This is an optimization exercise on Yosys and OpenROAD, whose aim is small area, a short achievable clock period and few clock cycles per item, not a production implementation. Function was checked by simulation only, so behaviour that the tests miss may differ from the original.

==> flow/design.v (excerpt) <==
module tv_div (
    input  logic        clk,
    input  logic        rst_n,
    input  logic        start,          
    input  logic        op_unsigned,    
    input  logic        op_rem,         
    input  logic [31:0] dividend,
    input  logic [31:0] divisor,
    output logic        busy,
    output logic        result_valid,
    output logic [31:0] result
);
==> flow/config.mk <==
export PLATFORM = sky130hd
export DESIGN_NAME = tv_div
export DESIGN_NICKNAME = tv_div
export VERILOG_FILES = /design/flow/design.v
export SDC_FILE = /design/flow/constraint.sdc
export NUM_CORES = 4
export LEC_CHECK = 0
export ABC_AREA = 1
export CAP_MARGIN = 20
export CORE_MARGIN = 2
export CORE_UTILIZATION = 40
export SETUP_SLACK_MARGIN = 3.0
export SLEW_MARGIN = 20
==> flow/constraint.sdc <==
create_clock -name core_clock -period 7.5 [get_ports {clk}]
set_input_delay 1.5000 -clock core_clock [delete_from_list [all_inputs] [get_ports {clk}]]
set_output_delay 1.5000 -clock core_clock [all_outputs]
set_load 0.01 [all_outputs]
standard.sh (not shown) runs the stock make flow with config.mk's settings and CLKGATE_MAP_FILE= SYNTH_SCRIPT=/design/flow/synth_recipe.tcl, a recipe that flattens the netlist after the stock synthesis.
==> flow/flow/run.sh <==
#!/bin/bash
# The standard layout, with the port buffers made of plain buffers (buf_2) instead of the
# default delay-buffer cell, and the resizer free to pick any cell footprint.
set -euo pipefail
bash standard.sh BUFFER_PORTS_ARGS="-buffer_cell sky130_fd_sc_hd__buf_2" MATCH_CELL_FOOTPRINT=0 finish > make_finish.log 2>&1
The first run completed without violations.
Testbench counts at the start, summed over its fixed seeds: cycles 10,379, divides 2,400.
Then changed:
==> flow/flow/run.sh (replaced) <==
#!/bin/bash
# The standard layout, with the port buffers made of plain buffers (buf_1) instead of the
# default delay-buffer cell, and the resizer free to pick any cell footprint.
set -euo pipefail
bash standard.sh BUFFER_PORTS_ARGS="-buffer_cell sky130_fd_sc_hd__buf_1" MATCH_CELL_FOOTPRINT=0 finish > make_finish.log 2>&1
GPL_ROUTABILITY_DRIVEN = 0   (was not set)
PLACE_DENSITY = 0.5   (was not set)
SETUP_SLACK_MARGIN = 2.5   (was 3.0)
Flip-flop and latch count stays the same.
Die area is unchanged.
Global-route usage is lower by 3.3 points.
Wire length drops by 12%.
Cell count drops by 3.9%.
Worst setup slack gets worse by 0.18 ns.
Core utilization shrinks by 8.1 points.
Non-clock buffer count fell by 103.
Then changed:
PLACE_DENSITY = not set   (was 0.5)
The changed run ran to the end with no violations.
Via count grows by about 1%.
First-iteration DRC count is lower by about 9%.
Flip-flop and latch count does not change.
Clock-buffer cell count increases by 3.
Setup slack gets worse by 0.048 ns.
Hold slack is better by 0.0069 ns.

* * *

Starting RTL as in the previous note.
Settings: LEC_CHECK=0, ABC_AREA=1, CAP_MARGIN=20, CORE_MARGIN=2, CORE_UTILIZATION=40, GPL_ROUTABILITY_DRIVEN=0, SETUP_SLACK_MARGIN=2.8, SLEW_MARGIN=20; clock period 7.5 ns.
==> flow/flow/run.sh <==
#!/bin/bash
# The standard layout, with the port buffers made of plain buffers (buf_2) instead of the
# default delay-buffer cell, and the resizer free to pick any cell footprint.
set -euo pipefail
bash standard.sh BUFFER_PORTS_ARGS="-buffer_cell sky130_fd_sc_hd__buf_2" MATCH_CELL_FOOTPRINT=0 finish > make_finish.log 2>&1
The baseline completed without violations.
Testbench counts at the start, summed over its fixed seeds: cycles 10,379, divides 2,400.
Rerun with:
--- a/flow/config.mk
+++ b/flow/config.mk
@@ -13 +13 @@
-export SETUP_SLACK_MARGIN = 2.8
+export SETUP_SLACK_MARGIN = 2.5
Effect: Synthesized cell count stays the same. Global-route usage falls by 0.87 points. Clock-buffer cell count falls by 2. Worst hold slack gets better by 11 ps. Worst setup slack loses 130 ps.
Rerun with:
==> flow/flow/run.sh (replaced) <==
#!/bin/bash
# The standard layout, with the port buffers made of plain buffers (buf_1) instead of the
# default delay-buffer cell, and the resizer free to pick any cell footprint.
set -euo pipefail
bash standard.sh BUFFER_PORTS_ARGS="-buffer_cell sky130_fd_sc_hd__buf_1" MATCH_CELL_FOOTPRINT=0 finish > make_finish.log 2>&1
--- a/flow/config.mk
+++ b/flow/config.mk
@@ -11 +11 @@
-export CORE_UTILIZATION = 40
+export CORE_UTILIZATION = 50
Effect: The new run finished with timing, DRC and antenna clean; flip-flop and latch count is unchanged; die area shrinks by about 20%; routed wire length shrinks by about 0.33%; final area shrinks by 2.9%; worst setup slack got worse by 30 ps; via count shrinks by 1.1%; first-iteration DRC count grows by about 3%; core utilization grows by 10 points; clock skew grows by 6.4 ps.
Rerun with:
==> flow/flow/run.sh (replaced) <==
#!/bin/bash
# The standard layout, with the port buffers made of plain buffers (buf_4) instead of the
# default delay-buffer cell, and the resizer free to pick any cell footprint.
set -euo pipefail
bash standard.sh BUFFER_PORTS_ARGS="-buffer_cell sky130_fd_sc_hd__buf_4" MATCH_CELL_FOOTPRINT=0 finish > make_finish.log 2>&1
--- a/flow/config.mk
+++ b/flow/config.mk
@@ -11,3 +11,2 @@
-export CORE_UTILIZATION = 50
-export GPL_ROUTABILITY_DRIVEN = 0
-export SETUP_SLACK_MARGIN = 2.5
+export CORE_UTILIZATION = 40
+export SETUP_SLACK_MARGIN = 3.0
The new run finished with timing, DRC and antenna clean.
Synthesized area does not change.
Cell count climbs by a little under a tenth.
Setup slack is better by 320 ps.
Count of clock-buffer cells in the layout is unchanged.
Non-clock buffer count climbs by 118.
Hold slack stays flat.
Synthesized cell count is unchanged.
First-iteration DRC count climbs by about a fifth.
Routed wire length climbs by about a fifth.

==> afterwards: timing with drivers on the ports <==
Ports are ideal in the flow. The routed layouts listed here were re-timed in OpenROAD.
Step 1 (the two cells are an assumption about what drives the block):
set clk [get_ports {clk}]
set_driving_cell -lib_cell sky130_fd_sc_hd__clkbuf_16 $clk
set_driving_cell -lib_cell sky130_fd_sc_hd__buf_2 [delete_from_list [all_inputs] $clk]
Step 2 adds t to the input delays and takes it off the output delays; t is the mean of the earliest and latest rising clock arrival at the registers after step 1. Input paths then give back, and output paths get back, about the clock's delay inside the block.
Three values: ideal ports, drivers, drivers and shift; two values: the first two.
| run | t (ns) | slack for setup (ns) | hold WS [ns] | worst data-port slew with drivers (ns) |
|---|---|---|---|---|
| the first run of note 1 | 0.429 | 2.853 / 2.853 / 2.853 | 0.467 / 0.467 / 0.467 | 0.06 |
| the second run of note 1 | 0.435 | 2.678 / 2.678 / 2.678 | 0.465 / 0.465 / 0.465 | 0.08 |
| the third run of note 1 | 0.430 | 2.630 / 2.630 / 2.630 | 0.472 / 0.472 / 0.472 | 0.06 |
| the first run of note 2 | 0.421 | 2.733 / 2.733 / 2.733 | 0.467 / 0.467 / 0.467 | 0.07 |
| the second run of note 2 | 0.419 | 2.602 / 2.602 / 2.602 | 0.478 / 0.478 / 0.478 | 0.07 |
| the third run of note 2 | 0.430 | 2.572 / 2.572 / 2.572 | 0.468 / 0.468 / 0.468 | 0.07 |
| the fourth run of note 2 | 0.427 | 2.888 / 2.888 / 2.888 | 0.469 / 0.469 / 0.469 | 0.08 |
After both steps setup and hold are still met in every run listed.
